Source: an optimization exercise on an open RTL-to-GDS flow (aim: small area). Production flows keep margins and buffers that such runs may drop.
In this exercise RTL edits were held to simulation tests only and were not proved equivalent to the original.
Power and IR drop assume default switching activity.

## flow/run.sh

```bash
#!/bin/bash
# The standard layout, with the port buffers made of the smallest buffer.
set -e
export BUFFER_PORTS_ARGS="-buffer_cell sky130_fd_sc_hd__buf_1"
bash standard.sh > standard_flow.log 2>&1
```

## standard.sh

```bash
#!/bin/bash
# synth_recipe.tcl (not shown) runs the flow's synth.tcl, then flattens the netlist and writes it again
# the make line also repeats each setting of config.mk as NAME=value (left out here)
make -C /OpenROAD-flow-scripts/flow DESIGN_CONFIG=/design/flow/config.mk WORK_HOME=/design/flow/orfs CLKGATE_MAP_FILE= SYNTH_SCRIPT=/design/flow/synth_recipe.tcl "${@:-finish}"
```

## config.mk

```make
export PLATFORM = sky130hd
export DESIGN_NAME = SystolicCore
export DESIGN_NICKNAME = SystolicCore
export VERILOG_FILES = /design/flow/design.v
export SDC_FILE = /design/flow/constraint.sdc
export NUM_CORES = 4
export LEC_CHECK = 0
export CAP_MARGIN = 0
export CORE_MARGIN = 2
export CORE_UTILIZATION = 65
export CTS_BUF_LIST = sky130_fd_sc_hd__clkbuf_4
export CTS_CLUSTER_DIAMETER = 80
export CTS_CLUSTER_SIZE = 8
export PLACE_DENSITY = 0.75
export SLEW_MARGIN = 0
```

## constraint.sdc

```tcl
create_clock -name core_clock -period 12.0 [get_ports {clk}]
set_input_delay 2.4000 -clock core_clock [delete_from_list [all_inputs] [get_ports {clk}]]
set_output_delay 2.4000 -clock core_clock [all_outputs]
set_load 0.01 [all_outputs]
```

## design.v

```verilog
module PEv3(
    input clk,
    input rst,
    input in_en,
    input [7:0] data_horz,
    input [7:0] data_obli,
    input [7:0] data_vert,
    input active,
    input A, B, C, D, E, H,
    output logic [7:0] horz_out,
    output logic [7:0] obli_out,
    output logic bypass_en,
    output logic [7:0] opsum
    );
    parameter iWIDTH = 8;
    parameter oWIDTH = 8;
    logic [7:0] data_a_reg, data_b_reg, m_reg, psum_reg;
    logic [7:0] m_wire, a_wire, psum_mux;
    always @(posedge clk) begin
        data_a_reg <= (rst & active & A & in_en) ? data_horz : 8'd0;
        data_b_reg <= (rst & active & B & in_en) ? (H ? data_vert : data_obli) : 8'd0;
    end
    mul8lo u_mul(.a(data_a_reg), .b(data_b_reg), .p(m_wire));
    assign psum_mux = (active & C) ? psum_reg : 8'd0;
    add8 u_add(.a(m_reg), .b(psum_mux), .s(a_wire));
    always @(posedge clk) begin
        m_reg <= m_wire;
        psum_reg <= a_wire;
        opsum <= (active & D) ? a_wire : (E ? data_vert : 8'd0);
        bypass_en <= in_en;
    end
    assign horz_out = data_a_reg;
    assign obli_out = data_b_reg;
endmodule
module mul8lo(input [7:0] a, input [7:0] b, output [7:0] p);
  wire w1, w2, w3, w4, w5, w6, w7, w8, w9, w10, w11, w12, w13, w14, w15, w16, w17, w18, w19, w20, w21, w22, w23, w24, w25, w26, w27, w28, w29, w30, w31, w32, w33, w34, w35, w36, w37, w38, w39, w40, w41, w42;
  assign p[0] = (a[0] & b[0]);
  assign w1 = (a[0] & b[1]) ^ (a[1] & b[0]);
  assign w2 = (a[0] & b[1]) & (a[1] & b[0]);
  assign p[1] = w1;
  assign w3 = (a[0] & b[2]) ^ (a[1] & b[1]) ^ (a[2] & b[0]);
  assign w4 = ((a[0] & b[2]) & (a[1] & b[1])) | ((a[0] & b[2]) & (a[2] & b[0])) | ((a[1] & b[1]) & (a[2] & b[0]));
  assign w5 = w2 ^ w3;
  assign w6 = w2 & w3;
  assign p[2] = w5;
  assign w7 = (a[0] & b[3]) ^ (a[1] & b[2]) ^ (a[2] & b[1]);
  assign w8 = ((a[0] & b[3]) & (a[1] & b[2])) | ((a[0] & b[3]) & (a[2] & b[1])) | ((a[1] & b[2]) & (a[2] & b[1]));
  assign w9 = (a[3] & b[0]) ^ w4 ^ w6;
  assign w10 = ((a[3] & b[0]) & w4) | ((a[3] & b[0]) & w6) | (w4 & w6);
  assign w11 = w7 ^ w9;
  assign w12 = w7 & w9;
  assign p[3] = w11;
  assign w13 = (a[0] & b[4]) ^ (a[1] & b[3]) ^ (a[2] & b[2]);
  assign w14 = ((a[0] & b[4]) & (a[1] & b[3])) | ((a[0] & b[4]) & (a[2] & b[2])) | ((a[1] & b[3]) & (a[2] & b[2]));
  assign w15 = (a[3] & b[1]) ^ (a[4] & b[0]) ^ w8;
  assign w16 = ((a[3] & b[1]) & (a[4] & b[0])) | ((a[3] & b[1]) & w8) | ((a[4] & b[0]) & w8);
  assign w17 = w10 ^ w12 ^ w13;
  assign w18 = (w10 & w12) | (w10 & w13) | (w12 & w13);
  assign w19 = w15 ^ w17;
  assign w20 = w15 & w17;
  assign p[4] = w19;
  assign w21 = (a[0] & b[5]) ^ (a[1] & b[4]) ^ (a[2] & b[3]);
  assign w22 = ((a[0] & b[5]) & (a[1] & b[4])) | ((a[0] & b[5]) & (a[2] & b[3])) | ((a[1] & b[4]) & (a[2] & b[3]));
  assign w23 = (a[3] & b[2]) ^ (a[4] & b[1]) ^ (a[5] & b[0]);
  assign w24 = ((a[3] & b[2]) & (a[4] & b[1])) | ((a[3] & b[2]) & (a[5] & b[0])) | ((a[4] & b[1]) & (a[5] & b[0]));
  assign w25 = w14 ^ w16 ^ w18;
  assign w26 = (w14 & w16) | (w14 & w18) | (w16 & w18);
  assign w27 = w20 ^ w21 ^ w23;
  assign w28 = (w20 & w21) | (w20 & w23) | (w21 & w23);
  assign w29 = w25 ^ w27;
  assign w30 = w25 & w27;
  assign p[5] = w29;
  assign w31 = (a[0] & b[6]) ^ (a[1] & b[5]) ^ (a[2] & b[4]);
  assign w32 = ((a[0] & b[6]) & (a[1] & b[5])) | ((a[0] & b[6]) & (a[2] & b[4])) | ((a[1] & b[5]) & (a[2] & b[4]));
  assign w33 = (a[3] & b[3]) ^ (a[4] & b[2]) ^ (a[5] & b[1]);
  assign w34 = ((a[3] & b[3]) & (a[4] & b[2])) | ((a[3] & b[3]) & (a[5] & b[1])) | ((a[4] & b[2]) & (a[5] & b[1]));
  assign w35 = (a[6] & b[0]) ^ w22 ^ w24;
  assign w36 = ((a[6] & b[0]) & w22) | ((a[6] & b[0]) & w24) | (w22 & w24);
  assign w37 = w26 ^ w28 ^ w30;
  assign w38 = (w26 & w28) | (w26 & w30) | (w28 & w30);
  assign w39 = w31 ^ w33 ^ w35;
  assign w40 = (w31 & w33) | (w31 & w35) | (w33 & w35);
  assign w41 = w37 ^ w39;
  assign w42 = w37 & w39;
  assign p[6] = w41;
  assign p[7] = (a[0] & b[7]) ^ (a[1] & b[6]) ^ (a[2] & b[5]) ^ (a[3] & b[4]) ^ (a[4] & b[3]) ^ (a[5] & b[2]) ^ (a[6] & b[1]) ^ (a[7] & b[0]) ^ w32 ^ w34 ^ w36 ^ w38 ^ w40 ^ w42;
endmodule
module add8(input [7:0] a, input [7:0] b, output [7:0] s);
  wire [7:0] c;
  assign s[0] = a[0] ^ b[0];
  assign c[0] = a[0] & b[0];
  genvar i;
  generate for (i = 1; i < 8; i = i + 1) begin : g_bit
    assign s[i] = a[i] ^ b[i] ^ c[i-1];
    assign c[i] = (a[i] & b[i]) | (a[i] & c[i-1]) | (b[i] & c[i-1]);
  end endgenerate
endmodule
module ACv2(
    input clk,
    input rst,
    input [7:0] ipsum,
    input bn_param_in_en,
    input [15:0] bn_param_in,
    input [2:0] config_bits,
    input in_en,
    input F,
    output [7:0] data_out,
    output logic data_out_en,
    output logic [15:0] bn_param_out,
    output logic bn_param_out_en
    );
    parameter IN_WIDTH = 8;
    parameter ACC_WIDTH = 8;
    parameter BN_SCALE_WIDTH = 8;
    parameter BN_SHIFT_WIDTH = 8;
    logic [7:0] ipsum_reg, psum_reg, add_node, bn_node;
    logic [15:0] bn_param_reg;
    logic in_en_dly;
    always @(posedge clk) begin
        ipsum_reg <= (rst & in_en) ? ipsum : 8'd0;
        psum_reg <= add_node;
        in_en_dly <= in_en;
        if (~rst)
            bn_param_reg <= 16'd0;
        else if (bn_param_in_en)
            bn_param_reg <= bn_param_in;
        bn_param_out_en <= bn_param_in_en;
        bn_param_out <= bn_param_in;
    end
    wire [7:0] acc_sum;
    add8 u_acc(.a(ipsum_reg), .b(psum_reg), .s(acc_sum));
    assign add_node = (config_bits[2] & in_en_dly) ? acc_sum : ipsum_reg;
    muladd8lo u_bn(.a(add_node), .b(bn_param_reg[15:8]), .c(bn_param_reg[7:0]), .p(bn_node));
    assign data_out = config_bits[0] ? bn_node : add_node;
    assign data_out_en = F;
endmodule
module muladd8lo(input [7:0] a, input [7:0] b, input [7:0] c, output [7:0] p);
  wire w1, w2, w3, w4, w5, w6, w7, w8, w9, w10, w11, w12, w13, w14, w15, w16, w17, w18, w19, w20, w21, w22, w23, w24, w25, w26, w27, w28, w29, w30, w31, w32, w33, w34, w35, w36, w37, w38, w39, w40, w41, w42, w43, w44, w45, w46, w47, w48, w49, w50, w51, w52, w53, w54, w55, w56, w57, w58, w59, w60, w61, w62, w63, w64, w65, w66, w67, w68, w69, w70, w71, w72, w73, w74, w75, w76, w77, w78, w79, w80, w81, w82, w83, w84, w85, w86, w87, w88;
  assign w1 = (a[0] & b[5]) ^ (a[1] & b[4]);
  assign w2 = (a[0] & b[5]) & (a[1] & b[4]);
  assign w3 = (a[0] & b[6]) ^ (a[1] & b[5]) ^ (a[2] & b[4]);
  assign w4 = ((a[0] & b[6]) & (a[1] & b[5])) | ((a[0] & b[6]) & (a[2] & b[4])) | ((a[1] & b[5]) & (a[2] & b[4]));
  assign w5 = (a[3] & b[3]) ^ (a[4] & b[2]);
  assign w6 = (a[3] & b[3]) & (a[4] & b[2]);
  assign w7 = (a[0] & b[3]) ^ (a[1] & b[2]);
  assign w8 = (a[0] & b[3]) & (a[1] & b[2]);
  assign w9 = (a[0] & b[4]) ^ (a[1] & b[3]) ^ (a[2] & b[2]);
  assign w10 = ((a[0] & b[4]) & (a[1] & b[3])) | ((a[0] & b[4]) & (a[2] & b[2])) | ((a[1] & b[3]) & (a[2] & b[2]));
  assign w11 = (a[3] & b[1]) ^ (a[4] & b[0]);
  assign w12 = (a[3] & b[1]) & (a[4] & b[0]);
  assign w13 = w1 ^ (a[2] & b[3]) ^ (a[3] & b[2]);
  assign w14 = (w1 & (a[2] & b[3])) | (w1 & (a[3] & b[2])) | ((a[2] & b[3]) & (a[3] & b[2]));
  assign w15 = (a[4] & b[1]) ^ (a[5] & b[0]) ^ c[5];
  assign w16 = ((a[4] & b[1]) & (a[5] & b[0])) | ((a[4] & b[1]) & c[5]) | ((a[5] & b[0]) & c[5]);
  assign w17 = w3 ^ w5 ^ (a[5] & b[1]);
  assign w18 = (w3 & w5) | (w3 & (a[5] & b[1])) | (w5 & (a[5] & b[1]));
  assign w19 = (a[6] & b[0]) ^ c[6] ^ w2;
  assign w20 = ((a[6] & b[0]) & c[6]) | ((a[6] & b[0]) & w2) | (c[6] & w2);
  assign w21 = (a[0] & b[2]) ^ (a[1] & b[1]);
  assign w22 = (a[0] & b[2]) & (a[1] & b[1]);
  assign w23 = w7 ^ (a[2] & b[1]) ^ (a[3] & b[0]);
  assign w24 = (w7 & (a[2] & b[1])) | (w7 & (a[3] & b[0])) | ((a[2] & b[1]) & (a[3] & b[0]));
  assign w25 = w9 ^ w11 ^ c[4];
  assign w26 = (w9 & w11) | (w9 & c[4]) | (w11 & c[4]);
  assign w27 = w13 ^ w15 ^ w10;
  assign w28 = (w13 & w15) | (w13 & w10) | (w15 & w10);
  assign w29 = w17 ^ w19 ^ w14;
  assign w30 = (w17 & w19) | (w17 & w14) | (w19 & w14);
  assign w31 = (a[0] & b[1]) ^ (a[1] & b[0]);
  assign w32 = (a[0] & b[1]) & (a[1] & b[0]);
  assign w33 = w21 ^ (a[2] & b[0]) ^ c[2];
  assign w34 = (w21 & (a[2] & b[0])) | (w21 & c[2]) | ((a[2] & b[0]) & c[2]);
  assign w35 = w23 ^ c[3] ^ w22;
  assign w36 = (w23 & c[3]) | (w23 & w22) | (c[3] & w22);
  assign w37 = w25 ^ w8 ^ w24;
  assign w38 = (w25 & w8) | (w25 & w24) | (w8 & w24);
  assign w39 = w27 ^ w12 ^ w26;
  assign w40 = (w27 & w12) | (w27 & w26) | (w12 & w26);
  assign w41 = w29 ^ w16 ^ w28;
  assign w42 = (w29 & w16) | (w29 & w28) | (w16 & w28);
  assign w43 = (a[0] & b[0]) & c[0];
  assign w44 = (a[0] & b[0]) ^ c[0];
  assign w45 = w31 & c[1];
  assign w46 = w31 ^ c[1];
  assign w47 = w33 & w32;
  assign w48 = w33 ^ w32;
  assign w49 = w35 & w34;
  assign w50 = w35 ^ w34;
  assign w51 = w37 & w36;
  assign w52 = w37 ^ w36;
  assign w53 = w39 & w38;
  assign w54 = w39 ^ w38;
  assign w55 = w41 & w40;
  assign w56 = w41 ^ w40;
  assign w57 = w45 | (w46 & w43);
  assign w58 = w46 & w44;
  assign w59 = w49 | (w50 & w47);
  assign w60 = w50 & w48;
  assign w61 = w53 | (w54 & w51);
  assign w62 = w54 & w52;
  assign w63 = w47 | (w48 & w57);
  assign w64 = w48 & w58;
  assign w65 = w59 | (w60 & w57);
  assign w66 = w60 & w58;
  assign w67 = w55 | (w56 & w61);
  assign w68 = w56 & w62;
  assign w69 = w51 | (w52 & w65);
  assign w70 = w52 & w66;
  assign w71 = w61 | (w62 & w65);
  assign w72 = w62 & w66;
  assign w73 = w67 | (w68 & w65);
  assign w74 = w68 & w66;
  assign p[0] = w44;
  assign p[1] = w46 ^ w43;
  assign p[2] = w48 ^ w57;
  assign p[3] = w50 ^ w63;
  assign p[4] = w52 ^ w65;
  assign p[5] = w54 ^ w69;
  assign p[6] = w56 ^ w71;
  assign w75 = (a[0] & b[7]) ^ (a[1] & b[6]);
  assign w76 = (a[2] & b[5]) ^ (a[3] & b[4]);
  assign w77 = (a[4] & b[3]) ^ (a[5] & b[2]);
  assign w78 = (a[6] & b[1]) ^ (a[7] & b[0]);
  assign w79 = c[7] ^ w4;
  assign w80 = w6 ^ w18;
  assign w81 = w20 ^ w30;
  assign w82 = w75 ^ w76;
  assign w83 = w77 ^ w78;
  assign w84 = w79 ^ w80;
  assign w85 = w81 ^ w42;
  assign w86 = w82 ^ w83;
  assign w87 = w84 ^ w85;
  assign w88 = w86 ^ w87;
  assign p[7] = w88 ^ w73;
endmodule
`timescale 1ns / 1ps
module SystolicBank_v2(
	clk,
	rst,
	in_en,
	conv_mm,
	isac,
	isrelu,
	isbn,
	active_1,
	active_2,
	active_3,
	data_in_horz_1,
	data_in_horz_2,
	data_in_horz_3,
	data_in_obli_1,
	data_in_obli_2,
	data_in_obli_3,
	data_in_obli_4,
	data_in_obli_5,
	data_in_obli_6,
	bn_param_in,
	bn_param_in_en,
	A_1,
	A_2,
	A_3,
	A_4,
	B_1,
	B_2,
	B_3,
	B_4,
	C_1,
	C_2,
	C_3,
	C_4,
	D_1,
	D_2,
	D_3,
	D_4,
	E_1,
	E_2,
	E_3,
	E_4,
	F_1,
	F_2,
	F_3,
	F_4,
	G_1,
	G_2,
	G_3,
	G_4,
	H_1,
	H_2,
	H_3,
	H_4,
	dout_en_1,
	dout_en_2,
	dout_en_3,
	dout_en_4,
	dout_1,
	dout_2,
	dout_3,
	dout_4
);
	parameter nCols = 4;
	parameter nRows = 3;
	parameter iWidth = 8;
	parameter oWidth = 8;
	localparam MODE_CONV = 0; localparam MODE_MM = 1;
	input clk, rst, in_en, conv_mm, isac, isrelu, isbn;
	input active_1;
	input active_2;
	input active_3;
	input [7:0] data_in_horz_1;
	input [7:0] data_in_horz_2;
	input [7:0] data_in_horz_3;
	input [7:0] data_in_obli_1;
	input [7:0] data_in_obli_2;
	input [7:0] data_in_obli_3;
	input [7:0] data_in_obli_4;
	input [7:0] data_in_obli_5;
	input [7:0] data_in_obli_6;
	input [15:0] bn_param_in;
	input bn_param_in_en;
	input A_1;
	input A_2;
	input A_3;
	input A_4;
	input B_1;
	input B_2;
	input B_3;
	input B_4;
	input C_1;
	input C_2;
	input C_3;
	input C_4;
	input D_1;
	input D_2;
	input D_3;
	input D_4;
	input E_1;
	input E_2;
	input E_3;
	input E_4;
	input F_1;
	input F_2;
	input F_3;
	input F_4;
	input G_1;
	input G_2;
	input G_3;
	input G_4;
	input H_1;
	input H_2;
	input H_3;
	input H_4;
	output [7:0] dout_1;
	output [7:0] dout_2;
	output [7:0] dout_3;
	output [7:0] dout_4;
	output dout_en_1;
	output dout_en_2;
	output dout_en_3;
	output dout_en_4;
	logic bypass_en_1_0;
	logic bypass_en_1_1;
	logic bypass_en_1_2;
	logic bypass_en_1_3;
	logic bypass_en_1_4;
	logic bypass_en_2_0;
	logic bypass_en_2_1;
	logic bypass_en_2_2;
	logic bypass_en_2_3;
	logic bypass_en_2_4;
	logic bypass_en_3_0;
	logic bypass_en_3_1;
	logic bypass_en_3_2;
	logic bypass_en_3_3;
	logic bypass_en_3_4;
	logic [7:0] data_in_vert_1_1;
	logic [7:0] data_in_vert_1_2;
	logic [7:0] data_in_vert_1_3;
	logic [7:0] data_in_vert_1_4;
	logic [7:0] data_in_vert_2_1;
	logic [7:0] data_in_vert_2_2;
	logic [7:0] data_in_vert_2_3;
	logic [7:0] data_in_vert_2_4;
	logic [7:0] data_in_vert_3_1;
	logic [7:0] data_in_vert_3_2;
	logic [7:0] data_in_vert_3_3;
	logic [7:0] data_in_vert_3_4;
	logic [7:0] data_in_vert_4_1;
	logic [7:0] data_in_vert_4_2;
	logic [7:0] data_in_vert_4_3;
	logic [7:0] data_in_vert_4_4;
	logic [7:0] data_in_horz_1_0;
	logic [7:0] data_in_horz_1_1;
	logic [7:0] data_in_horz_1_2;
	logic [7:0] data_in_horz_1_3;
	logic [7:0] data_in_horz_1_4;
	logic [7:0] data_in_horz_2_0;
	logic [7:0] data_in_horz_2_1;
	logic [7:0] data_in_horz_2_2;
	logic [7:0] data_in_horz_2_3;
	logic [7:0] data_in_horz_2_4;
	logic [7:0] data_in_horz_3_0;
	logic [7:0] data_in_horz_3_1;
	logic [7:0] data_in_horz_3_2;
	logic [7:0] data_in_horz_3_3;
	logic [7:0] data_in_horz_3_4;
	logic [7:0] data_in_horz_4_0;
	logic [7:0] data_in_horz_4_1;
	logic [7:0] data_in_horz_4_2;
	logic [7:0] data_in_horz_4_3;
	logic [7:0] data_in_horz_4_4;
	logic [7:0] data_in_obli_1_0;
	logic [7:0] data_in_obli_1_1;
	logic [7:0] data_in_obli_1_2;
	logic [7:0] data_in_obli_1_3;
	logic [7:0] data_in_obli_1_4;
	logic [7:0] data_in_obli_2_0;
	logic [7:0] data_in_obli_2_1;
	logic [7:0] data_in_obli_2_2;
	logic [7:0] data_in_obli_2_3;
	logic [7:0] data_in_obli_2_4;
	logic [7:0] data_in_obli_3_0;
	logic [7:0] data_in_obli_3_1;
	logic [7:0] data_in_obli_3_2;
	logic [7:0] data_in_obli_3_3;
	logic [7:0] data_in_obli_3_4;
	logic [7:0] data_in_obli_4_0;
	logic [7:0] data_in_obli_4_1;
	logic [7:0] data_in_obli_4_2;
	logic [7:0] data_in_obli_4_3;
	logic [7:0] data_in_obli_4_4;
	logic [15:0] bn_param_out_1;
	logic [15:0] bn_param_out_2;
	logic [15:0] bn_param_out_3;
	logic [15:0] bn_param_out_4;
	logic bn_param_out_en_1;
	logic bn_param_out_en_2;
	logic bn_param_out_en_3;
	logic bn_param_out_en_4;
	assign data_in_vert_4_1 = (conv_mm == MODE_CONV)? 0: data_in_obli_3;
	assign data_in_vert_4_2 = (conv_mm == MODE_CONV)? 0: data_in_obli_4;
	assign data_in_vert_4_3 = (conv_mm == MODE_CONV)? 0: data_in_obli_5;
	assign data_in_vert_4_4 = (conv_mm == MODE_CONV)? 0: data_in_obli_6;
	assign bypass_en_1_0 = in_en;
	assign bypass_en_2_0 = in_en;
	assign bypass_en_3_0 = in_en;
	assign data_in_horz_1_0 = data_in_horz_1;
	assign data_in_horz_2_0 = data_in_horz_2;
	assign data_in_horz_3_0 = data_in_horz_3;
	assign data_in_obli_2_0 = (conv_mm == MODE_CONV)? data_in_obli_1: 0;
	assign data_in_obli_3_0 = (conv_mm == MODE_CONV)? data_in_obli_2: 0;
	assign data_in_obli_4_0 = (conv_mm == MODE_CONV)? data_in_obli_3: 0;
	assign data_in_obli_4_1 = (conv_mm == MODE_CONV)? data_in_obli_4: 0;
	assign data_in_obli_4_2 = (conv_mm == MODE_CONV)? data_in_obli_5: 0;
	assign data_in_obli_4_3 = (conv_mm == MODE_CONV)? data_in_obli_6: 0;
	PEv3 # (.iWIDTH(iWidth), .oWIDTH(oWidth)) p_1_1(.clk(clk), .rst(rst), .in_en(bypass_en_1_0), .data_vert(data_in_vert_2_1), .active(active_1), .data_horz(data_in_horz_1_0), .data_obli(data_in_obli_2_0), .A(A_1), .B(B_1), .C(C_1), .D(D_1), .E(E_1), .H(H_1), .horz_out(data_in_horz_1_1), .obli_out(data_in_obli_1_1), .bypass_en(bypass_en_1_1), .opsum(data_in_vert_1_1));
	PEv3 # (.iWIDTH(iWidth), .oWIDTH(oWidth)) p_1_2(.clk(clk), .rst(rst), .in_en(bypass_en_1_1), .data_vert(data_in_vert_2_2), .active(active_1), .data_horz(data_in_horz_1_1), .data_obli(data_in_obli_2_1), .A(A_2), .B(B_2), .C(C_2), .D(D_2), .E(E_2), .H(H_2), .horz_out(data_in_horz_1_2), .obli_out(data_in_obli_1_2), .bypass_en(bypass_en_1_2), .opsum(data_in_vert_1_2));
	PEv3 # (.iWIDTH(iWidth), .oWIDTH(oWidth)) p_1_3(.clk(clk), .rst(rst), .in_en(bypass_en_1_2), .data_vert(data_in_vert_2_3), .active(active_1), .data_horz(data_in_horz_1_2), .data_obli(data_in_obli_2_2), .A(A_3), .B(B_3), .C(C_3), .D(D_3), .E(E_3), .H(H_3), .horz_out(data_in_horz_1_3), .obli_out(data_in_obli_1_3), .bypass_en(bypass_en_1_3), .opsum(data_in_vert_1_3));
	PEv3 # (.iWIDTH(iWidth), .oWIDTH(oWidth)) p_1_4(.clk(clk), .rst(rst), .in_en(bypass_en_1_3), .data_vert(data_in_vert_2_4), .active(active_1), .data_horz(data_in_horz_1_3), .data_obli(data_in_obli_2_3), .A(A_4), .B(B_4), .C(C_4), .D(D_4), .E(E_4), .H(H_4), .horz_out(data_in_horz_1_4), .obli_out(data_in_obli_1_4), .bypass_en(bypass_en_1_4), .opsum(data_in_vert_1_4));
	PEv3 # (.iWIDTH(iWidth), .oWIDTH(oWidth)) p_2_1(.clk(clk), .rst(rst), .in_en(bypass_en_2_0), .data_vert(data_in_vert_3_1), .active(active_2), .data_horz(data_in_horz_2_0), .data_obli(data_in_obli_3_0), .A(A_1), .B(B_1), .C(C_1), .D(D_1), .E(E_1), .H(H_1), .horz_out(data_in_horz_2_1), .obli_out(data_in_obli_2_1), .bypass_en(bypass_en_2_1), .opsum(data_in_vert_2_1));
	PEv3 # (.iWIDTH(iWidth), .oWIDTH(oWidth)) p_2_2(.clk(clk), .rst(rst), .in_en(bypass_en_2_1), .data_vert(data_in_vert_3_2), .active(active_2), .data_horz(data_in_horz_2_1), .data_obli(data_in_obli_3_1), .A(A_2), .B(B_2), .C(C_2), .D(D_2), .E(E_2), .H(H_2), .horz_out(data_in_horz_2_2), .obli_out(data_in_obli_2_2), .bypass_en(bypass_en_2_2), .opsum(data_in_vert_2_2));
	PEv3 # (.iWIDTH(iWidth), .oWIDTH(oWidth)) p_2_3(.clk(clk), .rst(rst), .in_en(bypass_en_2_2), .data_vert(data_in_vert_3_3), .active(active_2), .data_horz(data_in_horz_2_2), .data_obli(data_in_obli_3_2), .A(A_3), .B(B_3), .C(C_3), .D(D_3), .E(E_3), .H(H_3), .horz_out(data_in_horz_2_3), .obli_out(data_in_obli_2_3), .bypass_en(bypass_en_2_3), .opsum(data_in_vert_2_3));
	PEv3 # (.iWIDTH(iWidth), .oWIDTH(oWidth)) p_2_4(.clk(clk), .rst(rst), .in_en(bypass_en_2_3), .data_vert(data_in_vert_3_4), .active(active_2), .data_horz(data_in_horz_2_3), .data_obli(data_in_obli_3_3), .A(A_4), .B(B_4), .C(C_4), .D(D_4), .E(E_4), .H(H_4), .horz_out(data_in_horz_2_4), .obli_out(data_in_obli_2_4), .bypass_en(bypass_en_2_4), .opsum(data_in_vert_2_4));
	PEv3 # (.iWIDTH(iWidth), .oWIDTH(oWidth)) p_3_1(.clk(clk), .rst(rst), .in_en(bypass_en_3_0), .data_vert(data_in_vert_4_1), .active(active_3), .data_horz(data_in_horz_3_0), .data_obli(data_in_obli_4_0), .A(A_1), .B(B_1), .C(C_1), .D(D_1), .E(E_1), .H(H_1), .horz_out(data_in_horz_3_1), .obli_out(data_in_obli_3_1), .bypass_en(bypass_en_3_1), .opsum(data_in_vert_3_1));
	PEv3 # (.iWIDTH(iWidth), .oWIDTH(oWidth)) p_3_2(.clk(clk), .rst(rst), .in_en(bypass_en_3_1), .data_vert(data_in_vert_4_2), .active(active_3), .data_horz(data_in_horz_3_1), .data_obli(data_in_obli_4_1), .A(A_2), .B(B_2), .C(C_2), .D(D_2), .E(E_2), .H(H_2), .horz_out(data_in_horz_3_2), .obli_out(data_in_obli_3_2), .bypass_en(bypass_en_3_2), .opsum(data_in_vert_3_2));
	PEv3 # (.iWIDTH(iWidth), .oWIDTH(oWidth)) p_3_3(.clk(clk), .rst(rst), .in_en(bypass_en_3_2), .data_vert(data_in_vert_4_3), .active(active_3), .data_horz(data_in_horz_3_2), .data_obli(data_in_obli_4_2), .A(A_3), .B(B_3), .C(C_3), .D(D_3), .E(E_3), .H(H_3), .horz_out(data_in_horz_3_3), .obli_out(data_in_obli_3_3), .bypass_en(bypass_en_3_3), .opsum(data_in_vert_3_3));
	PEv3 # (.iWIDTH(iWidth), .oWIDTH(oWidth)) p_3_4(.clk(clk), .rst(rst), .in_en(bypass_en_3_3), .data_vert(data_in_vert_4_4), .active(active_3), .data_horz(data_in_horz_3_3), .data_obli(data_in_obli_4_3), .A(A_4), .B(B_4), .C(C_4), .D(D_4), .E(E_4), .H(H_4), .horz_out(data_in_horz_3_4), .obli_out(data_in_obli_3_4), .bypass_en(bypass_en_3_4), .opsum(data_in_vert_3_4));
	ACv2 # (.IN_WIDTH(oWidth), .ACC_WIDTH(oWidth), .BN_SCALE_WIDTH(oWidth), .BN_SHIFT_WIDTH(oWidth)) ac_1(.clk(clk), .rst(rst), .config_bits({isac, isrelu, isbn}), .in_en(G_1), .ipsum(data_in_vert_1_1), .F(F_1), .bn_param_in_en(bn_param_in_en), .bn_param_in(bn_param_in), .bn_param_out(bn_param_out_1), .bn_param_out_en(bn_param_out_en_1), .data_out_en(dout_en_1), .data_out(dout_1));
	ACv2 # (.IN_WIDTH(oWidth), .ACC_WIDTH(oWidth), .BN_SCALE_WIDTH(oWidth), .BN_SHIFT_WIDTH(oWidth)) ac_2(.clk(clk), .rst(rst), .config_bits({isac, isrelu, isbn}), .in_en(G_2), .ipsum(data_in_vert_1_2), .F(F_2), .bn_param_in_en(bn_param_out_en_1), .bn_param_in(bn_param_out_1), .bn_param_out(bn_param_out_2), .bn_param_out_en(bn_param_out_en_2), .data_out_en(dout_en_2), .data_out(dout_2));
	ACv2 # (.IN_WIDTH(oWidth), .ACC_WIDTH(oWidth), .BN_SCALE_WIDTH(oWidth), .BN_SHIFT_WIDTH(oWidth)) ac_3(.clk(clk), .rst(rst), .config_bits({isac, isrelu, isbn}), .in_en(G_3), .ipsum(data_in_vert_1_3), .F(F_3), .bn_param_in_en(bn_param_out_en_2), .bn_param_in(bn_param_out_2), .bn_param_out(bn_param_out_3), .bn_param_out_en(bn_param_out_en_3), .data_out_en(dout_en_3), .data_out(dout_3));
	ACv2 # (.IN_WIDTH(oWidth), .ACC_WIDTH(oWidth), .BN_SCALE_WIDTH(oWidth), .BN_SHIFT_WIDTH(oWidth)) ac_4(.clk(clk), .rst(rst), .config_bits({isac, isrelu, isbn}), .in_en(G_4), .ipsum(data_in_vert_1_4), .F(F_4), .bn_param_in_en(bn_param_out_en_3), .bn_param_in(bn_param_out_3), .bn_param_out(bn_param_out_4), .bn_param_out_en(bn_param_out_en_4), .data_out_en(dout_en_4), .data_out(dout_4));
endmodule
module DFSMv2(
    input clk,
    input rst,
    input start,
    input [23:0] config_bits,
    input in_en,
    output logic start_out,
    output logic in_en_bypass,
    output logic A, B, C, D, E, F, G, H
    );
    parameter MAX_nPERIOD = 512;
    parameter MAX_nLMAC = 3072;
    parameter MAX_nSHFT = 3;
    localparam S0 = 2'd0, S1 = 2'd1, S2 = 2'd2, S0p = 2'd3;
    wire mode = config_bits[23];
    wire [8:0] config_nPeriod = config_bits[22:14];
    wire [11:0] config_nLMAC = config_bits[13:2];
    wire [1:0] config_nSHFT = config_bits[1:0];
    logic [1:0] state;
    logic [11:0] mac_count;
    logic [8:0] period_count;
    logic [2:0] F_dly;
    wire [11:0] mac_inc;
    inc #(12) u_mac_inc(.a(mac_count), .y(mac_inc));
    wire [8:0] period_inc;
    inc #(9) u_per_inc(.a(period_count), .y(period_inc));
    wire mac_more, per_more;
    ult #(12) u_mac_lt(.a(mac_inc), .b(config_nLMAC), .lt(mac_more));
    wire shft_more = mac_count[1:0] < config_nSHFT - 2'd1;
    ult #(9) u_per_lt(.a(period_inc), .b(config_nPeriod), .lt(per_more));
    always @(posedge clk) begin
        if (~rst) begin
            state <= S0;
            mac_count <= 12'd0;
            period_count <= 9'd0;
            F_dly <= 3'd0;
            F <= 1'b0;
        end
        else begin
            case (state)
                S0: begin
                    if (start) state <= S0p;
                    mac_count <= 12'd0;
                    period_count <= 9'd0;
                end
                S0p: begin
                    if (in_en) state <= S1;
                end
                S1: begin
                    if (!mac_more) state <= S2;
                    else if (~in_en) state <= S0p;
                    mac_count <= mac_more ? mac_inc : 12'd0;
                end
                S2: begin
                    if (!shft_more) state <= per_more ? (in_en ? S1 : S0p) : S0;
                    mac_count <= shft_more ? {10'd0, mac_count[1:0] + 2'd1} : 12'd0;
                    if (!mac_count[1]) period_count <= per_more ? period_inc : 9'd0;
                end
            endcase
            F_dly <= {F_dly[1:0], state == S2 && mac_count[1:0] == 2'd0};
            F <= F_dly[config_nSHFT - 2'd1];
        end
    end
    assign A = state == S1;
    assign B = state == S1 || state == S0p;
    always @(posedge clk) begin
        C <= state == S1 || state == S0p;
        D <= state == S1;
        E <= state == S2;
        H <= mode && state == S1;
        in_en_bypass <= in_en;
        start_out <= start;
    end
    assign G = E;
endmodule
module ult #(parameter W = 8) (input [W-1:0] a, input [W-1:0] b, output lt);
  wire [W-1:0] l;
  assign l[0] = ~a[0] & b[0];
  genvar i;
  generate for (i = 1; i < W; i = i + 1) begin : g_bit
    assign l[i] = (b[i] & ~a[i]) | ((b[i] | ~a[i]) & l[i-1]);
  end endgenerate
  assign lt = l[W-1];
endmodule
module inc #(parameter W = 8) (input [W-1:0] a, output [W-1:0] y);
  wire [W-1:0] c;
  assign y[0] = ~a[0];
  assign c[0] = a[0];
  genvar i;
  generate for (i = 1; i < W; i = i + 1) begin : g_bit
    assign y[i] = a[i] ^ c[i-1];
    assign c[i] = a[i] & c[i-1];
  end endgenerate
endmodule
module DFSMv3(
    input clk,
    input rst,
    input start,
    input [23:0] config_bits,
    input all_data_rdy,
    input in_en,
    output logic start_out,
    output logic in_en_bypass,
    output logic data_preread,
    output logic A, B, C, D, E, F, G, H
    );
    parameter MAX_nPERIOD = 512;
    parameter MAX_nLMAC = 3072;
    parameter MAX_nSHFT = 3;
    localparam S0 = 2'd0, S1 = 2'd1, S2 = 2'd2, S0p = 2'd3;
    wire mode = config_bits[23];
    wire [8:0] config_nPeriod = config_bits[22:14];
    wire [11:0] config_nLMAC = config_bits[13:2];
    wire [1:0] config_nSHFT = config_bits[1:0];
    logic [1:0] state;
    logic [11:0] mac_count;
    logic [8:0] period_count;
    logic [4:0] F_dly;
    wire [11:0] mac_inc;
    inc #(12) u_mac_inc(.a(mac_count), .y(mac_inc));
    wire [8:0] period_inc;
    inc #(9) u_per_inc(.a(period_count), .y(period_inc));
    wire mac_more, per_more;
    ult #(12) u_mac_lt(.a(mac_inc), .b(config_nLMAC), .lt(mac_more));
    wire shft_more = mac_count[1:0] < config_nSHFT - 2'd1;
    ult #(9) u_per_lt(.a(period_inc), .b(config_nPeriod), .lt(per_more));
    always @(posedge clk) begin
        if (~rst) begin
            state <= S0;
            mac_count <= 12'd0;
            period_count <= 9'd0;
            F_dly <= 5'd0;
            F <= 1'b0;
        end
        else begin
            case (state)
                S0: begin
                    if (start) state <= S0p;
                    mac_count <= 12'd0;
                    period_count <= 9'd0;
                end
                S0p: begin
                    if (all_data_rdy) state <= S1;
                end
                S1: begin
                    if (!mac_more) state <= S2;
                    else if (~all_data_rdy) state <= S0p;
                    mac_count <= mac_more ? mac_inc : 12'd0;
                end
                S2: begin
                    if (!shft_more) state <= per_more ? (all_data_rdy ? S1 : S0p) : S0;
                    mac_count <= shft_more ? {10'd0, mac_count[1:0] + 2'd1} : 12'd0;
                    if (!mac_count[1]) period_count <= per_more ? period_inc : 9'd0;
                end
            endcase
            F_dly <= {F_dly[3:0], state == S2 && mac_count[1:0] == 2'd0};
            F <= F_dly[{1'b0, config_nSHFT} + 3'd1];
        end
    end
    logic A_dly, B_dly, D_dly1, E_dly1, E_dly2, H_dly1, H_dly2;
    always @(posedge clk) begin
        A_dly <= state == S1;
        A <= A_dly;
        D_dly1 <= A;
        D <= D_dly1;
        B_dly <= state == S1 || state == S0p;
        B <= B_dly;
        C <= B;
        E_dly1 <= state == S2;
        E_dly2 <= E_dly1;
        E <= E_dly2;
        H_dly1 <= mode && state == S1;
        H_dly2 <= H_dly1;
        H <= H_dly2;
        in_en_bypass <= in_en;
        start_out <= start;
    end
    assign G = E;
    assign data_preread = state == S1;
endmodule
module SystolicCore(
	input clk,
	input rst,
	input start,
	input mode_conv_mm,
	input isac,
	input isrelu,
	input isbn,
	input [22:0] dfsm_config,
	input all_data_rdy,
	input pe_config_1_1,
	input pe_config_1_2,
	input pe_config_1_3,
	input pe_config_2_1,
	input pe_config_2_2,
	input pe_config_2_3,
	input [7:0] data_horz_1_1,
	input [7:0] data_horz_1_2,
	input [7:0] data_horz_1_3,
	input [7:0] data_horz_2_1,
	input [7:0] data_horz_2_2,
	input [7:0] data_horz_2_3,
	input [7:0] data_obli_1,
	input [7:0] data_obli_2,
	input [7:0] data_obli_3,
	input [7:0] data_obli_4,
	input [7:0] data_obli_5,
	input [7:0] data_obli_6,
	input [15:0] data_bn_1,
	input [15:0] data_bn_2,
	input data_bn_en,
	output data_preread,
	output [7:0] dout_1_1,
	output [7:0] dout_1_2,
	output [7:0] dout_1_3,
	output [7:0] dout_1_4,
	output [7:0] dout_2_1,
	output [7:0] dout_2_2,
	output [7:0] dout_2_3,
	output [7:0] dout_2_4,
	output dout_en_1_1,
	output dout_en_1_2,
	output dout_en_1_3,
	output dout_en_1_4,
	output dout_en_2_1,
	output dout_en_2_2,
	output dout_en_2_3,
	output dout_en_2_4
);
	parameter nCols = 4;
	parameter nRows = 3;
	parameter iWidth = 8;
	parameter oWidth = 8;
	parameter DFSM_MAX_nPERIOD = 512;
	parameter DFSM_MAX_nLMAC = 3072;
	parameter DFSM_MAX_nSHFT = 3;
	logic A_1, A_2, A_3, A_4;
	logic B_1, B_2, B_3, B_4;
	logic C_1, C_2, C_3, C_4;
	logic D_1, D_2, D_3, D_4;
	logic E_1, E_2, E_3, E_4;
	logic F_1, F_2, F_3, F_4;
	logic G_1, G_2, G_3, G_4;
	logic H_1, H_2, H_3, H_4;
	logic dfsm_data_en_1, dfsm_data_en_2, dfsm_data_en_3, dfsm_data_en_4;
	logic start_bypass_1, start_bypass_2, start_bypass_3, start_bypass_4;
	logic array_data_en;
	always@(posedge clk) begin
		array_data_en <= data_preread;
	end
	SystolicBank_v2 # (.iWidth(iWidth), .oWidth(oWidth), .nRows(nRows), .nCols(nCols)) bank_1(.clk(clk), .rst(rst), .in_en(array_data_en), .conv_mm(mode_conv_mm), .isac(isac), .isrelu(isrelu), .isbn(isbn), .bn_param_in_en(data_bn_en), .bn_param_in(data_bn_1), .active_1(pe_config_1_1), .active_2(pe_config_1_2), .active_3(pe_config_1_3), .data_in_horz_1(data_horz_1_1), .data_in_horz_2(data_horz_1_2), .data_in_horz_3(data_horz_1_3), .data_in_obli_1(data_obli_1), .data_in_obli_2(data_obli_2), .data_in_obli_3(data_obli_3), .data_in_obli_4(data_obli_4), .data_in_obli_5(data_obli_5), .data_in_obli_6(data_obli_6), .A_1(A_1), .A_2(A_2), .A_3(A_3), .A_4(A_4), .B_1(B_1), .B_2(B_2), .B_3(B_3), .B_4(B_4), .C_1(C_1), .C_2(C_2), .C_3(C_3), .C_4(C_4), .D_1(D_1), .D_2(D_2), .D_3(D_3), .D_4(D_4), .E_1(E_1), .E_2(E_2), .E_3(E_3), .E_4(E_4), .F_1(F_1), .F_2(F_2), .F_3(F_3), .F_4(F_4), .G_1(G_1), .G_2(G_2), .G_3(G_3), .G_4(G_4), .H_1(H_1), .H_2(H_2), .H_3(H_3), .H_4(H_4), .dout_en_1(dout_en_1_1), .dout_en_2(dout_en_1_2), .dout_en_3(dout_en_1_3), .dout_en_4(dout_en_1_4), .dout_1(dout_1_1), .dout_2(dout_1_2), .dout_3(dout_1_3), .dout_4(dout_1_4));
	SystolicBank_v2 # (.iWidth(iWidth), .oWidth(oWidth), .nRows(nRows), .nCols(nCols)) bank_2(.clk(clk), .rst(rst), .in_en(array_data_en), .conv_mm(mode_conv_mm), .isac(isac), .isrelu(isrelu), .isbn(isbn), .bn_param_in_en(data_bn_en), .bn_param_in(data_bn_2), .active_1(pe_config_2_1), .active_2(pe_config_2_2), .active_3(pe_config_2_3), .data_in_horz_1(data_horz_2_1), .data_in_horz_2(data_horz_2_2), .data_in_horz_3(data_horz_2_3), .data_in_obli_1(data_obli_1), .data_in_obli_2(data_obli_2), .data_in_obli_3(data_obli_3), .data_in_obli_4(data_obli_4), .data_in_obli_5(data_obli_5), .data_in_obli_6(data_obli_6), .A_1(A_1), .A_2(A_2), .A_3(A_3), .A_4(A_4), .B_1(B_1), .B_2(B_2), .B_3(B_3), .B_4(B_4), .C_1(C_1), .C_2(C_2), .C_3(C_3), .C_4(C_4), .D_1(D_1), .D_2(D_2), .D_3(D_3), .D_4(D_4), .E_1(E_1), .E_2(E_2), .E_3(E_3), .E_4(E_4), .F_1(F_1), .F_2(F_2), .F_3(F_3), .F_4(F_4), .G_1(G_1), .G_2(G_2), .G_3(G_3), .G_4(G_4), .H_1(H_1), .H_2(H_2), .H_3(H_3), .H_4(H_4), .dout_en_1(dout_en_2_1), .dout_en_2(dout_en_2_2), .dout_en_3(dout_en_2_3), .dout_en_4(dout_en_2_4), .dout_1(dout_2_1), .dout_2(dout_2_2), .dout_3(dout_2_3), .dout_4(dout_2_4));
	DFSMv3 # (.MAX_nPERIOD(DFSM_MAX_nPERIOD), .MAX_nLMAC(DFSM_MAX_nLMAC), .MAX_nSHFT(DFSM_MAX_nSHFT)) fsm_1(.clk(clk), .rst(rst), .config_bits({mode_conv_mm, dfsm_config}), .all_data_rdy(all_data_rdy), .in_en(array_data_en), .start(start), .data_preread(data_preread), .in_en_bypass(dfsm_data_en_1), .start_out(start_bypass_1), .A(A_1), .B(B_1), .C(C_1), .D(D_1), .E(E_1), .F(F_1), .G(G_1), .H(H_1));
	DFSMv2 # (.MAX_nPERIOD(DFSM_MAX_nPERIOD), .MAX_nLMAC(DFSM_MAX_nLMAC), .MAX_nSHFT(DFSM_MAX_nSHFT)) fsm_2(.clk(clk), .rst(rst), .config_bits({mode_conv_mm, dfsm_config}), .in_en(dfsm_data_en_1), .start(start_bypass_1), .in_en_bypass(dfsm_data_en_2), .start_out(start_bypass_2), .A(A_2), .B(B_2), .C(C_2), .D(D_2), .E(E_2), .F(F_2), .G(G_2), .H(H_2));
	DFSMv2 # (.MAX_nPERIOD(DFSM_MAX_nPERIOD), .MAX_nLMAC(DFSM_MAX_nLMAC), .MAX_nSHFT(DFSM_MAX_nSHFT)) fsm_3(.clk(clk), .rst(rst), .config_bits({mode_conv_mm, dfsm_config}), .in_en(dfsm_data_en_2), .start(start_bypass_2), .in_en_bypass(dfsm_data_en_3), .start_out(start_bypass_3), .A(A_3), .B(B_3), .C(C_3), .D(D_3), .E(E_3), .F(F_3), .G(G_3), .H(H_3));
	DFSMv2 # (.MAX_nPERIOD(DFSM_MAX_nPERIOD), .MAX_nLMAC(DFSM_MAX_nLMAC), .MAX_nSHFT(DFSM_MAX_nSHFT)) fsm_4(.clk(clk), .rst(rst), .config_bits({mode_conv_mm, dfsm_config}), .in_en(dfsm_data_en_3), .start(start_bypass_3), .in_en_bypass(dfsm_data_en_4), .start_out(start_bypass_4), .A(A_4), .B(B_4), .C(C_4), .D(D_4), .E(E_4), .F(F_4), .G(G_4), .H(H_4));
endmodule
```

==> results of run 1 <==
## synth_stat cells, drive strengths merged, types with 6 or more instances
library cell / number / share of area (%)
dfxtp: 1457 / 38
nand3b: 9 / 0.089
nor2b: 45 / 0.37
and2: 1008 / 8.3
nand3: 71 / 0.47
a21oi: 130 / 0.86
nand2b: 25 / 0.21
nand4: 7 / 0.058
a22oi: 28 / 0.28
a32o: 9 / 0.12
nor2: 374 / 1.9
and3: 243 / 2.0
o21ai: 216 / 1.4
nor3: 17 / 0.11
a221oi: 7 / 0.081
or2: 6 / 0.050
xor2: 129 / 1.5
a32oi: 8 / 0.092
o21bai: 11 / 0.11
buf: 30 / 0.18
a22o: 26 / 0.30
nand2: 938 / 4.6
clkbuf: 195 / 0.97
inv: 654 / 3.2
ha: 368 / 6.1
a21o: 11 / 0.11
a211oi: 7 / 0.069
fa: 696 / 18
a31oi: 7 / 0.058
xnor2: 376 / 4.3
o22ai: 8 / 0.066
maj3: 16 / 0.22
xnor3: 11 / 0.33
mux2i: 255 / 3.4
o211ai: 7 / 0.069
mux2: 26 / 0.39
## area by class of cell
class / instances / area [um^2]
multi-input cells: 5154 / 43300
fillers: 9015 / 36000
flip-flops and latches: 1457 / 29200
inverters: 655 / 2460
well taps: 1524 / 1910
clock buffers: 204 / 1530
repair buffers: 268 / 1140
clock inverters: 17 / 288
diodes: 7 / 17.5
## worst register-to-register path, stage by stage, from the launching register on
cell,delay [ps]
dfxtp_1,440
and2_1,250
fa_1,560
ha_1,140
inv_1,50
fa_1,480
inv_1,50
ha_1,190
fa_1,460
ha_1,220
fa_1,490
ha_1,200
fa_1,450
ha_1,220
xnor2_1,130
xnor2_1,200
xnor2_1,160
xnor2_1,110
xnor2_1,250
## through the flow
stage,std cells,power (mW)
after floorplan,7491,5.94
after global placement,9058,6.37
after detailed placement,9058,6.40
after CTS,9279,8.91
after global routing,9281,9.23
final,9286,8.88
## cells in the final DEF (no fill, tap or decap), types with 9 or more instances in the layout
master and instances:
ha_1 368, buf_4 31, nand2b_1 25, a21oi_1 129, o21ai_0 191, nor3_1 17
mux2i_1 255, a32o_1 9, xor2_1 129, nand2_1 938, mux2_2 25, fa_1 696
clkbuf_4 206, a22o_1 26, nand3_1 71, nor2_1 374, dfxtp_1 1447, maj3_1 12
inv_1 652, buf_1 230, o21bai_1 11, dfxtp_2 10, and2_1 1008, nand3b_1 9
a21o_1 11, xnor3_1 11, xnor2_1 376, and3_1 243, nor2b_1 45, a22oi_1 28
o21ai_1 24
## where the power goes
group / switching (mW) / internal (mW) / total (mW)
logic: 0.794 / 0.328 / 1.12
registers: 0.208 / 4.98 / 5.19
clock network: 1.61 / 0.957 / 2.57
## routing by layer
| layer | routed length (um) | vias to the layer above | track usage (%) | share of wire [%] |
|---|---|---|---|---|
| met1 | 79800 | 25300 | 43.1 | 44 |
| met2 | 84000 | 1622 | 49.6 | 46 |
| met5 | 54 | - | 0 | 0.030 |
| met4 | 6300 | 8 | 11.6 | 3.5 |
| met3 | 11700 | 386 | 4.80 | 6.4 |
| li1 | - | 24100 | - | - |
## worst min-delay path by stage
stage	from	end	cells past startpoint
after floorplan	fsm_1.B_dly$_DFF_P_	fsm_1.B$_DFF_P_	0
after global placement	fsm_1.B_dly$_DFF_P_	fsm_1.B$_DFF_P_	0
after detailed placement	fsm_1.B_dly$_DFF_P_	fsm_1.B$_DFF_P_	0
after CTS	fsm_1.H_dly2$_DFF_P_	fsm_1.H$_DFF_P_	0
after global routing	fsm_1.H_dly2$_DFF_P_	fsm_1.H$_DFF_P_	0
final	fsm_1.H_dly2$_DFF_P_	fsm_1.H$_DFF_P_	0
## logic make-up (layout without fill, tap and decap cells)
kind of cell / Yosys count / count (layout)
and+or+nand+nor: 2755 / 2755
DFF: 1457 / 1457
adders and majority gates: 1080 / 1080
buffers and inverters: 880 / 1144
AOI/OAI and AO/OA: 521 / 521
xor gates and xnor gates: 516 / 516
muxes: 282 / 282
other: 0 / 7
==> results.toml, run 1 <==
[status]
outcome = "complete, no violations"

[clock_tree]
postCtsSetupRepairBufs = 0
cts_resized = 0
root_buffer = "clkbuf_4"
clkLatencyLatePin_ps = 1200
clk_pin_slew_worst_paths_ps = 80
clockBufferDepth = 3
cts_tree = "built"
clock-sinks = 1457
numCtsBuffers = 201
hold_buffers = 0
ctsHtreeMaxLevel = 4

[worst_setup_path]
required_ps = 9600
r2r_end = "bank_2.p_2_2.m_reg[7]$_DFF_P_"
cp_cell_sequence = "buf_1, nand2_1, o21ai_1, and2_1, fa_1, fa_1, inv_1, fa_1, fa_1, xnor2_1, xnor2_1, xnor2_1, xnor3_1, xnor3_1, xnor2_1, a21oi_1, buf_1"
r2r-start = "bank_2.p_2_2.data_a_reg[0]$_SDFF_PN0_"
crit_cells = 17
critPathCapture = "dout_1_1[7]"
crit_path_top_delay_cell = "o21ai_1"
r2r_slack_ps = 6810
critical_path_arrival_ps = 8140
slowest_delay_ps = 730
crit_type = "input pin to output port"
crit_family = "adder cells"
setup.worst_path.end_class = "output port"
reg2reg_depth = 18
worstPathMaxFanout = 23
path_buf_inv = 3
start_kind = "input pin"
crit_start = "isac"

[timing]
maxSlewHeadroom_pct = 20.1
worst_clock_skew_ps = 76.7
setup_tns_ps = 0
whs_ps = 331
setup_violations = 0
hold_violations = 0
worstMarginPinSlew_ps = 1190
drv_slew = 0
finalWorstSetupSlack_ps = 1460
timing.fmax_mhz = 94.9
fin_crit_sh_pct = 87.8
fin_crit_ps = 10540
grt_setup_unrepaired = "false"

[route]
num_vias = 51400
drc = 0
routed_wl_um = 182000
postRouteAntennaNets = 0
wire_per_inst_um = 19.6
drt_pass1_iterations = 5
via_per_inst = 5.53
drt_iter0_drc = 3389

[synthesis]
synth_fp_nets = 8721
synthSimpleGateAreaFrac_pct = 18.3
synth_xor_area_share_pct = 6.16
synth_mux_area_share_pct = 3.78
synth_compound_area_share_pct = 4.24
synth.distinct_cells = 84
syn_area_per_cell_um2 = 10.1
ys.flop_type = "dfxtp_1"
synth_area_um2 = 75800
synth_cells = 7491
synth-edff-count = 0
yosysSeqAreaShare_pct = 38.5
synth_top_family_by_area = "adder cells"
ys.warnings.count = 5
synth-async-reset-ratio_pct = 0
synthAdderAreaFrac_pct = 24.7
synth_seq_cells = 1457

[worst_hold_path]
hold_path_class = "flip-flop to flip-flop"

[placed_design]
dp_hpwl_um = 141000
pre_cts_slack_ps = 1380
place_congestion = 0.921
port_buffers = 237
placed_area_um2 = 78000

[floorplan]
num_rows = 125
ios = 239
chipHeight_um = 346
dieArea_um2 = 119000
die_width_um = 346
start_util_pct = 65.4
coreArea_um2 = 116000

[global_routing]
overflow = 0
grt_first_pass_wirelength_um = 292000
antenna_found_initial = 8
grt_max_degree = 107
grt.total_usage_pct = 31.1
grt_pass1_vias = 53200

[finish]
final_cell_area_um2 = 79800
utilization_pct = 68.9
area_growth_pct = 5.32
layout-drive-gt1-share_pct = 4.04
nets = 8967

[power_and_ir_drop]
peakVddDrop_mv = 0.0915
p_leak_nw = 36.0
p_per_area_nw_per_um2 = 111

[job]
drv_cap = 0
==> run 2: changes to the inputs <==
--- a/design.v
+++ b/design.v
@@ -116,13 +116,12 @@
     logic [7:0] ipsum_reg, psum_reg, add_node, bn_node;
     logic [15:0] bn_param_reg;
-    logic in_en_dly;
+    logic in_en_dly, bn_valid;
     always @(posedge clk) begin
         ipsum_reg <= (rst & in_en) ? ipsum : 8'd0;
         psum_reg <= add_node;
         in_en_dly <= in_en;
-        if (~rst)
-            bn_param_reg <= 16'd0;
-        else if (bn_param_in_en)
+        if (bn_param_in_en)
             bn_param_reg <= bn_param_in;
+        bn_valid <= rst & (bn_valid | bn_param_in_en);
         bn_param_out_en <= bn_param_in_en;
         bn_param_out <= bn_param_in;
@@ -132,5 +131,5 @@
     assign add_node = (config_bits[2] & in_en_dly) ? acc_sum : ipsum_reg;
     muladd8lo u_bn(.a(add_node), .b(bn_param_reg[15:8]), .c(bn_param_reg[7:0]), .p(bn_node));
-    assign data_out = config_bits[0] ? bn_node : add_node;
+    assign data_out = config_bits[0] ? (bn_valid ? bn_node : 8'd0) : add_node;
     assign data_out_en = F;
 endmodule
--- a/config.mk
+++ b/config.mk
@@ -8,8 +8,8 @@
 export CAP_MARGIN = 0
 export CORE_MARGIN = 2
-export CORE_UTILIZATION = 65
+export CORE_UTILIZATION = 60
 export CTS_BUF_LIST = sky130_fd_sc_hd__clkbuf_4
 export CTS_CLUSTER_DIAMETER = 80
 export CTS_CLUSTER_SIZE = 8
-export PLACE_DENSITY = 0.75
+export PLACE_DENSITY = 0.7
 export SLEW_MARGIN = 0
==> run 2 against run 1 <==
Still clean. Utilization shrank 5.0 points. Cell area grew 0.40%. First-iteration DRC count is 7.9% lower. Wire length is 1.6% lower. Via count is 2.7% lower. Total power increased by 0.40%. Fmax decreased by 0.53%. Highest routed layer unchanged.
==> results.toml, run 2 <==
[worst_setup_path]
required_ps = 9600
r2r_slack_ps = 6870
worstPathMaxFanout = 20
critical_path_arrival_ps = 8190
start_kind = "input pin"
reg2reg_depth = 18
r2r_end = "bank_2.p_3_1.m_reg[7]$_DFF_P_"
setup.worst_path.end_class = "output port"
r2r-start = "bank_2.p_3_1.data_b_reg[2]$_SDFF_PN0_"
crit_type = "input pin to output port"

[clock_tree]
ctsHtreeMaxLevel = 4
hold_buffers = 0
clk_pin_slew_worst_paths_ps = 90
numCtsBuffers = 201
cts_resized = 0
clockBufferDepth = 3
postCtsSetupRepairBufs = 0
root_buffer = "clkbuf_4"
clkLatencyLatePin_ps = 1210
clock-sinks = 1465
cts_tree = "built"

[timing]
finalWorstSetupSlack_ps = 1410
worstMarginPinSlew_ps = 1120
timing.fmax_mhz = 94.4
fin_crit_ps = 10590
fin_crit_sh_pct = 88.3
whs_ps = 302
maxSlewHeadroom_pct = 24.8
hold_violations = 0
worst_clock_skew_ps = 70.5
setup_violations = 0
setup_tns_ps = 0
drv_slew = 0
grt_setup_unrepaired = "false"

[global_routing]
grt_pass1_vias = 52200
grt_first_pass_wirelength_um = 286000
grt_max_degree = 69
grt.total_usage_pct = 28.3
antenna_found_initial = 12
overflow = 0

[placed_design]
dp_hpwl_um = 138000
port_buffers = 237
pre_cts_slack_ps = 1360
place_congestion = 0.926
placed_cells = 9006

[power_and_ir_drop]
p_sw_mw = 2.60
p_per_area_nw_per_um2 = 111
p_leak_nw = 35.6
p_int_mw = 6.31
peakVddDrop_mv = 0.104
power_frac_clock_pct = 29.1
combPwrFrac_pct = 11.1
switching_share_pct = 29.2
finalPower_mw = 8.91
power_frac_seq_pct = 59.9

[floorplan]
start_util_pct = 60.4
coreArea_um2 = 125000
num_rows = 130
ios = 239
chipHeight_um = 359
die_width_um = 359
dieArea_um2 = 129000

[synthesis]
synth-async-reset-ratio_pct = 0
synth_area_um2 = 75800
synth-edff-count = 128
synth_cells = 7276
synth_fp_nets = 8506
syn_area_per_cell_um2 = 10.4
ys.flop_type = "dfxtp_1"
synth.top_cell.area_share_pct = 35.3
yosysSeqAreaShare_pct = 40.4
ys.warnings.count = 5
synth_seq_cells = 1465
yosysMostFrequentCell = "dfxtp_1"
synth_commonest_cells = "1337 x dfxtp_1, 957 x nand2_1, 925 x and2_1, 696 x fa_1, 665 x inv_1"
synth_top_cell_by_area = "dfxtp_1"
ys_top_cells_by_area = "dfxtp_1 35%, fa_1 18%, and2_1 7.6%"
synth.distinct_cells = 74

[status]
outcome = "complete, no violations"

[worst_hold_path]
hold_depth = 0
hp-start = "fsm_1.H_dly1$_DFF_P_"
hold_path_class = "flip-flop to flip-flop"
holdPathEnd = "fsm_1.H_dly2$_DFF_P_"

[finish]
layout_commonest_cell = "dfxtp_1"
fillCellCount = 10300
nets = 8789
fin_cells = 9267
area_growth_pct = 5.83
layout-drive-gt1-share_pct = 4.40
final_cell_mix = "1330 x dfxtp_1, 957 x nand2_1, 925 x and2_1"

[route]
routed_wl_um = 179000
num_vias = 50000
drt_iter0_drc = 3122
drt_pass1_iterations = 6
drc = 0
wire_per_inst_um = 19.3
via_per_inst = 5.39
postRouteAntennaNets = 0

[job]
drv_cap = 0
[run 2: cell count changes after synthesis, moves of 53 or more]
cell,delta
edfxtp_1,+128
nor2_1,-128
mux2i_1,-127
dfxtp_1,-120
and2_1,-83
a21oi_1,-53
[run 2: worst max-delay path: stages]
cell	delay [ps]
buf_1	350
nand2_1	720
mux2i_1	870
and2_1	250
fa_1	440
fa_1	540
inv_1	60
fa_1	500
fa_1	440
xor2_1	160
xnor2_1	170
xnor2_1	170
xnor2_1	140
xnor3_1	440
nor3b_1	200
a221o_1	170
buf_1	160
[run 2: cells by family (layout without fill, tap and decap cells)]
family	Yosys count	in the layout	share of synthesized area [%]
simple gates	2695	2695	18.1
flops	1465	1465	40.4
fa+ha+maj	1080	1080	24.7
buf+inv	868	1201	4.36
compound gates	520	520	4.34
xor+xnor	508	508	6.15
mux	140	140	1.93
other cells	0	8	0
[run 2: cell type report]
cell class	instances	area (um^2)	share of cell area [%]
Multi-Input combinational cell	4943	41800	52.2
Timing Repair Buffer	278	1210	1.51
Inverter	670	2510	3.14
Clock buffer	239	1790	2.24
Sequential cell	1465	30600	38.2
Clock inverter	14	103	0.128
Tap cell	1650	2060	2.58
Antenna cell	8	20.0	0.0250
[run 2: layer usage]
metal  part of all wire (%)  global-route usage [%]  vias up
met3                    6.5                    5.44      366
li1                       -                       -    23600
met4                    3.8                    10.9        2
met5                 0.0089                       0        -
met2                     47                    45.8     1436
met1                     43                    37.9    24500
[run 2: per-stage QoR]
stage,area [um^2],util [%]
finish,80200,63.9
global route,80200,63.9
CTS,80100,63.9
detailed placement,78200,62.4
global placement,78200,62.4
floorplan,75800,-
[run 2: worst max path at each step]
stage                                   startpoint     endpoint  slack [ps]
2_1_floorplan                                 isac  dout_2_4[7]        2970
3_3_place_gp                                  isac  dout_2_2[7]        1480
3_5_place_dp                                  isac  dout_2_2[7]        1360
4_1_cts            bank_2.ac_4.psum_reg[0]$_DFF_P_  dout_2_4[7]        1260
5_1_grt        bank_2.ac_4.ipsum_reg[0]$_SDFF_PN0_  dout_2_4[7]         960
6_report                                      isac  dout_2_2[7]        1410
[run 2: power groups by stage]
stage / clock network [mW] / registers [mW] / logic [mW]
finish: 2.59 / 5.34 / 0.985
global route: 2.85 / 5.36 / 1.07
CTS: 2.66 / 5.33 / 0.977
detailed placement: 0 / 5.45 / 0.974
global placement: 0 / 5.44 / 0.956
floorplan: 0 / 5.28 / 0.727
==> run 3: changes to the inputs <==
--- a/config.mk
+++ b/config.mk
@@ -10,5 +10,5 @@
 export CORE_UTILIZATION = 60
 export CTS_BUF_LIST = sky130_fd_sc_hd__clkbuf_4
-export CTS_CLUSTER_DIAMETER = 80
+export CTS_CLUSTER_DIAMETER = 60
 export CTS_CLUSTER_SIZE = 8
 export PLACE_DENSITY = 0.7
==> run 3 against run 2 <==
Worst hold slack better by 19 ps. Highest routed layer unchanged. Register-to-register slack lost 20 ps. Largest cell class unchanged. Cell count grew 0.11%. Still clean. Area after synthesis unchanged.
==> results.toml, run 3 <==
[timing]
setup_tns_ps = 0
worst_clock_skew_ps = 71.9
maxSlewHeadroom_pct = 20.8
finalWorstSetupSlack_ps = 1400
drv_slew = 0
hold_violations = 0
setup_violations = 0
grt_setup_unrepaired = "false"
fin_crit_ps = 10600
fin_crit_sh_pct = 88.3
whs_ps = 321
timing.fmax_mhz = 94.3
worstMarginPinSlew_ps = 1180

[clock_tree]
clock-sinks = 1465
clk_pin_slew_worst_paths_ps = 90
cts_resized = 0
root_buffer = "clkbuf_4"
cts_tree = "built"
numCtsBuffers = 204
clkLatencyLatePin_ps = 1250
ctsHtreeMaxLevel = 4
postCtsSetupRepairBufs = 0
clockBufferDepth = 3
hold_buffers = 0

[status]
outcome = "complete, no violations"

[route]
routed_wl_um = 179000
wire_per_inst_um = 19.3
postRouteAntennaNets = 0
drt_pass1_iterations = 6
drc = 0
via_per_inst = 5.39
num_vias = 50000
drt_iter0_drc = 3267

[worst_setup_path]
crit_type = "input pin to output port"
start_kind = "input pin"
setup.worst_path.end_class = "output port"
crit_start = "isac"
worstPathMaxFanout = 20
required_ps = 9600
critical_path_arrival_ps = 8200
r2r-start = "bank_2.p_3_1.data_b_reg[2]$_SDFF_PN0_"

[finish]
final_cell_mix = "1330 x dfxtp_1, 957 x nand2_1, 925 x and2_1"
nets = 8792
area_growth_pct = 5.95
layout_commonest_cell = "dfxtp_1"
layout-drive-gt1-share_pct = 4.48
final_cell_area_um2 = 80300
fillCellCount = 10300
regArea_um2 = 30600
fin_cells = 9277
multi_input_area_um2 = 41800
utilization_pct = 64.0

[synthesis]
synth.top_cell.area_share_pct = 35.3
ys.flop_type = "dfxtp_1"
synth_area_um2 = 75800
synth_fp_nets = 8506
synth-edff-count = 128
syn_area_per_cell_um2 = 10.4
yosysSeqAreaShare_pct = 40.4
synth_commonest_cells = "1337 x dfxtp_1, 957 x nand2_1, 925 x and2_1, 696 x fa_1, 665 x inv_1"
synth_cells = 7276
yosysMostFrequentCell = "dfxtp_1"
synth_top_cell_by_area = "dfxtp_1"
ys.warnings.count = 5
synth.distinct_cells = 74
ys_top_cells_by_area = "dfxtp_1 35%, fa_1 18%, and2_1 7.6%"
synth-async-reset-ratio_pct = 0
synth_seq_cells = 1465

[worst_hold_path]
hold_path_class = "flip-flop to flip-flop"
hp-start = "fsm_1.H_dly1$_DFF_P_"

[global_routing]
antenna_found_initial = 11
grt_pass1_vias = 52200
grt.total_usage_pct = 28.3
overflow = 0
grt_first_pass_wirelength_um = 286000
grt_max_degree = 69

[power_and_ir_drop]
power_frac_seq_pct = 59.5
p_int_mw = 6.36
finalPower_mw = 8.97
combPwrFrac_pct = 11.0
power_frac_clock_pct = 29.5
p_sw_mw = 2.62
p_leak_nw = 35.6
switching_share_pct = 29.2
p_per_area_nw_per_um2 = 112
peakVddDrop_mv = 0.105

[placed_design]
place_congestion = 0.926
dp_hpwl_um = 138000
placed_cells = 9006
placed_area_um2 = 78200
pre_cts_slack_ps = 1360
port_buffers = 237

[floorplan]
coreArea_um2 = 125000
die_width_um = 359
dieArea_um2 = 129000
start_util_pct = 60.4
num_rows = 130
ios = 239
chipHeight_um = 359

[job]
drv_cap = 0
==> run 3: final cells by class <==
| class | instances | area share [%] |
|---|---|---|
| multi-input combinational | 4943 | 52.1 |
| sequential | 1465 | 38.2 |
| inverter | 670 | 3.13 |
| tap | 1650 | 2.57 |
| clock buffer | 244 | 2.28 |
| timing repair buffer | 278 | 1.51 |
| clock inverter | 18 | 0.192 |
| antenna | 9 | 0.0281 |
==> run 3: metal layers <==
metal | share of wire, % | vias to the layer above | GRT usage (%)
met1 | 43 | 24600 | 37.9
met2 | 47 | 1444 | 45.9
met4 | 3.6 | 4 | 10.5
li1 | - | 23600 | -
met5 | 0.016 | - | 0
met3 | 6.4 | 371 | 5.43
==> run 3: power groups by stage <==
stage	Combinational, mW	Clock (mW)	Sequential [mW]
floorplan	0.727	0	5.28
global placement	0.956	0	5.44
detailed placement	0.974	0	5.45
CTS	0.977	2.72	5.33
global route	1.07	2.91	5.36
finish	0.986	2.65	5.34
==> run 3: logic make-up after synthesis <==
family	share of synthesized area, %
xor+xnor	6.15
buf+inv	4.36
fa+ha+maj	24.7
compound gates	4.34
flops	40.4
simple gates	18.1
mux	1.93
==> run 3: critical path, stage by stage <==
cell and delay, ps:
buf_1 330, nand2_1 720, mux2i_1 910, and2_1 250
fa_1 440, fa_1 540, inv_1 60, fa_1 500
fa_1 440, xor2_1 160, xnor2_1 170, xnor2_1 170
xnor2_1 140, xnor3_1 440, nor3b_1 200, a221o_1 170
buf_1 160
==> run 3: final timing paths <==
| kind | cells after the start | slack, ps | endpoint |
|---|---|---|---|
| worst min register to register | 0 | 320 | fsm_1.H_dly2$_DFF_P_ |
| worst max register to register | 18 | 6850 | bank_2.p_3_1.m_reg[7]$_DFF_P_ |
| worst min-delay path | 0 | 320 | fsm_1.H_dly2$_DFF_P_ |
| worst max-delay path | 17 | 1400 | dout_2_2[7] |

[static timing again, ports no longer ideal]
How much do the figures lean on ideal ports? The routed layouts below were timed once more, with nothing changed but the port constraints. Step 1: set_driving_cell puts a clkbuf_16 on clk and a buf_2 on each other input, an assumption about the parent block. Step 2 moves the port delays by t, midway between the first and last clock arrival at a register: inputs arrive t later, outputs are due t later. That takes back most of the time a late clock gives input paths. Slacks: ideal / step 1 / step 2; pairs: ideal / step 1.
run | shift t [ns] | slack for setup (ns) | hold WS [ns] | clock arrival spread, ns
run 1 | 1.235 | 1.461 / 1.393 / 1.434 | 0.331 / 0.331 / 0.331 | 0.085 / 0.084
run 2 | 1.253 | 1.405 / 1.384 / 1.384 | 0.302 / 0.302 / 0.302 | 0.090 / 0.090
run 3 | 1.284 | 1.398 / 1.364 / 1.377 | 0.321 / 0.321 / 0.321 | 0.087 / 0.086
After both steps setup and hold are still met in every run listed. For run 1, which loses most, drivers alone change the setup slack by -0.068 ns; drivers and shift together by -0.027 ns.
